This design comes from an exercise in tuning for small area and a short achievable clock period on the open sky130 flow, not from production work. Where RTL was checked, it was by simulation tests only, not by an equivalence proof against the original. Power is estimated from default activity; no workload was simulated.

## north
==> module alu_design, before the edit <==
module alu_design #(parameter OPERAND_WIDTH = 16, parameter CMD_WIDTH = 4)(
	input CLK, RST, MODE, CE, CIN,
	input [CMD_WIDTH-1:0] CMD,
	input [1:0] INP_VALID,
	input [OPERAND_WIDTH-1:0] OPA, OPB,
	output reg ERR, OFLOW, E, G, L,
	output reg COUT,
	output reg [(2*OPERAND_WIDTH)-1:0] RES
);
	reg [15:0] a, b;
	reg [3:0] cmd;
	reg cin;
	reg mode;
	reg [1:0] iv;
	always @(posedge CLK) begin
		a <= OPA;
		b <= OPB;
		cmd <= CMD;
		cin <= CIN;
	end
	always @(posedge CLK or posedge RST) begin
		if (RST) begin
			mode <= 1'b0;
			iv <= 2'b00;
		end else begin
			mode <= CE & MODE;
			iv <= CE ? INP_VALID : 2'b00;
		end
	end
	wire v11 = iv == 2'b11;
	wire vA  = iv == 2'b01;
	wire vB  = iv == 2'b10;
	reg xb;           
	reg [1:0] ysel;   
	reg c0, xe_s, ye_s;
	always @(*) begin
		xb = 1'b0; ysel = 2'd0; c0 = 1'b0; xe_s = 1'b0; ye_s = 1'b0;
		case (cmd)
			4'd0: begin ysel = 2'd0; end
			4'd1: begin ysel = 2'd1; c0 = 1'b1; end
			4'd2: begin ysel = 2'd0; c0 = cin; end
			4'd3: begin ysel = 2'd1; c0 = ~cin; end
			4'd4: begin ysel = 2'd2; c0 = 1'b1; end
			4'd5: begin ysel = 2'd3; end
			4'd6: begin xb = 1'b1; ysel = 2'd2; c0 = 1'b1; end
			4'd7: begin xb = 1'b1; ysel = 2'd3; end
			4'd11: begin ysel = 2'd0; xe_s = 1'b1; ye_s = 1'b1; end
			4'd12: begin ysel = 2'd1; c0 = 1'b1; xe_s = 1'b1; ye_s = 1'b1; end
			default: begin ysel = 2'd1; c0 = 1'b1; end
		endcase
	end
	wire [15:0] ax = xb ? b : a;
	wire [15:0] ay = ysel == 2'd0 ? b : ysel == 2'd1 ? ~b : ysel == 2'd2 ? 16'h0000 : 16'hffff;
	wire xe = xe_s & ax[15];
	wire ye = ye_s ? ay[15] : ysel[0];
	wire [16:0] sum = {xe, ax} + {ye, ay} + {16'b0, c0};
	wire eq = a == b;
	wire sgn = cmd != 4'd8;
	wire lt = {a[15] ^ sgn, a[14:0]} < {b[15] ^ sgn, b[14:0]};
	wire [3:0] rs = cmd[0] ? (4'd0 - b[3:0]) : b[3:0];
	wire [31:0] rdbl = {a, a} << rs;
	wire [15:0] rot = rdbl[31:16];
	reg [15:0] lres;
	reg lok;
	always @(*) begin
		lres = 16'h0000;
		lok = 1'b1;
		case (cmd)
			4'd0: lres = a & b;
			4'd1: lres = ~(a & b);
			4'd2: lres = a | b;
			4'd3: lres = ~(a | b);
			4'd4: lres = a ^ b;
			4'd5: lres = ~(a ^ b);
			4'd6: lres = ~a;
			4'd7: lres = ~b;
			4'd8: lres = a >> 1;
			4'd9: lres = a << 1;
			4'd10: lres = b >> 1;
			4'd11: lres = b << 1;
			4'd12: lres = rot;
			4'd13: lres = rot;
			default: lok = 1'b0;
		endcase
		case (iv)
			2'b00: lok = 1'b0;
			2'b01: lok = lok & (cmd == 4'd6 || cmd == 4'd8 || cmd == 4'd9);
			2'b10: lok = lok & (cmd == 4'd7 || cmd == 4'd10 || cmd == 4'd11);
			default: ;
		endcase
	end
	wire rot_err = (cmd == 4'd12 || cmd == 4'd13) && (|b[15:5]);
	wire m9 = cmd[0];
	wire [31:0] ts, tc;
	mul_tree u_tree (.a(a), .b(b), .m9(m9), .s(ts), .c(tc));
	wire [31:0] prod = ts + tc;
	reg [31:0] P;
	reg pvalid;
	wire is_mul = v11 && (cmd == 4'd9 || cmd == 4'd10);
	wire add_ok = (v11 && (cmd <= 4'd7 || cmd == 4'd11 || cmd == 4'd12)) ||
	              (vA && (cmd == 4'd4 || cmd == 4'd5)) ||
	              (vB && (cmd == 4'd6 || cmd == 4'd7));
	wire is_cmp8 = v11 && cmd == 4'd8;
	wire is_scmp = v11 && (cmd == 4'd11 || cmd == 4'd12);
	reg [31:0] res_n;
	reg err_n, e_n, g_n, l_n;
	always @(*) begin
		res_n = 32'd0;
		err_n = 1'b0; e_n = 1'b0; g_n = 1'b0; l_n = 1'b0;
		if (mode) begin
			if (is_mul)
				res_n = pvalid ? P : 32'd0;
			else if (add_ok)
				res_n[16:0] = sum;
			else if (!is_cmp8)
				err_n = 1'b1;
			if (is_cmp8 || is_scmp) begin
				e_n = eq;
				l_n = !eq && lt;
				g_n = !eq && !lt;
			end
		end else begin
			if (lok)
				res_n[15:0] = lres;
			err_n = !lok || (v11 && rot_err);
		end
	end
	reg oflow_idle;
	wire cmd_sub = cmd == 4'd1 || cmd == 4'd3 || cmd == 4'd5 || cmd == 4'd7;
	wire oflow_n = mode && (cmd_sub ? sum[16] :
	                        cmd == 4'd11 ? ((a[15] & b[15] & ~res_n[15]) | (~a[15] & ~b[15] & res_n[15])) :
	                        cmd == 4'd12 ? ((~a[15] & b[15] & res_n[15]) | (a[15] & ~b[15] & ~res_n[15])) : 1'b0);
	wire oflow_idle_n = mode && ((cmd == 4'd3 && cin) || cmd == 4'd5 || cmd == 4'd7 || (cmd == 4'd11 && res_n[15]));
	wire cout_n = mode && (cmd == 4'd0 || cmd == 4'd2 || cmd == 4'd4 || cmd == 4'd6 || cmd == 4'd11) && res_n[16];
	always @(posedge CLK or posedge RST) begin
		if (RST) begin
			RES <= 32'd0;
			ERR <= 1'b0; E <= 1'b0; G <= 1'b0; L <= 1'b0;
			OFLOW <= 1'b0; oflow_idle <= 1'b0; COUT <= 1'b0;
			pvalid <= 1'b0;
		end else if (CE) begin
			RES <= res_n;
			ERR <= err_n; E <= e_n; G <= g_n; L <= l_n;
			OFLOW <= oflow_n; oflow_idle <= oflow_idle_n; COUT <= cout_n;
			if (mode)
				pvalid <= is_mul;
		end else begin
			ERR <= 1'b0; E <= 1'b0; G <= 1'b0; L <= 1'b0;
			OFLOW <= oflow_idle;
		end
	end
	always @(posedge CLK) begin
		if (CE && mode && is_mul)
			P <= prod;
	end
endmodule
export LEC_CHECK = 0
export CAP_MARGIN = 20
export CORE_MARGIN = 2
export CORE_UTILIZATION = 40
export SETUP_SLACK_MARGIN = 4.0
export SLEW_MARGIN = 20
create_clock -name core_clock -period 8.0 [get_ports {CLK}]
run.sh (not shown) runs the stock make flow with config.mk's settings and CLKGATE_MAP_FILE= SYNTH_SCRIPT=/design/flow/synth_recipe.tcl, a recipe that flattens the netlist after the stock synthesis.
What south does differently from north at the input level:
--- a/flow/design.v
+++ b/flow/design.v
@@ -92,10 +92,10 @@
 	wire rot_err = (cmd == 4'd12 || cmd == 4'd13) && (|b[15:5]);
 	wire m9 = cmd[0];
 	wire [31:0] ts, tc;
 	mul_tree u_tree (.a(a), .b(b), .m9(m9), .s(ts), .c(tc));
-	wire [31:0] prod = ts + tc;
-	reg [31:0] P;
+	reg [31:0] PS, PC;
+	wire [31:0] P = PS + PC;
 	reg pvalid;
 	wire is_mul = v11 && (cmd == 4'd9 || cmd == 4'd10);
 	wire add_ok = (v11 && (cmd <= 4'd7 || cmd == 4'd11 || cmd == 4'd12)) ||
 	              (vA && (cmd == 4'd4 || cmd == 4'd5)) ||
@@ -150,9 +150,12 @@
 		end
 	end
 	always @(posedge CLK) begin
 		if (CE && mode && is_mul)
-			P <= prod;
+		begin
+			PS <= ts;
+			PC <= tc;
+		end
 	end
 endmodule
 module mul_tree(input [15:0] a, input [15:0] b, input m9, output [31:0] s, output [31:0] c);
 	wire [15:0] mx = m9 ? a : {a[14:0], 1'b0};
Results
Routed via count divided by cell count up 0.65% in south wrt north
Delta(total power, south - north) < 0
Cell count across south and north: no real change.
For the setup slack after layout, south came in 1.81 ns higher than north did.
Diff north -> south: final instance area increased by 3.3% relative to the old numbers, number of signal-net buffers in the layout has decreased, mapped cell area increased by 4.5% relative to the old numbers, final core area utilization lower.
The higher number of unique standard cell types used by synthesis of south and north is in south.
Compared with north, south shows a higher share of synthesized cell area in and, or, nand and nor gates.
The RTL of north was laid out without a check of its function.

-- static timing again, ports no longer ideal --
The flow's constraints put no driver on any port. The routed layouts listed below were extracted and timed again, unchanged, in two steps. Step 1 assumes that a clkbuf_16 drives the clock port and a buf_2 every other input. Step 2 also shifts input and output timing later by t, the mid clock arrival at the registers, as if the neighbouring blocks saw the same clock. Three values: ideal ports, drivers, drivers and shift; two values: the first two.
| run | shift t [ns] | setup slack, ns | worst setup path at the end | worst slew at a driven data input, ns | pins driven straight from the clock port |
|---|---|---|---|---|---|
| north | 0.465 | 1.917 / 1.917 / 1.917 | register to register | 0.05 | 1 |
| south | 0.518 | 3.723 / 3.723 / 3.723 | register to register | 0.05 | 1 |
After both steps setup and hold are still met in every run listed.
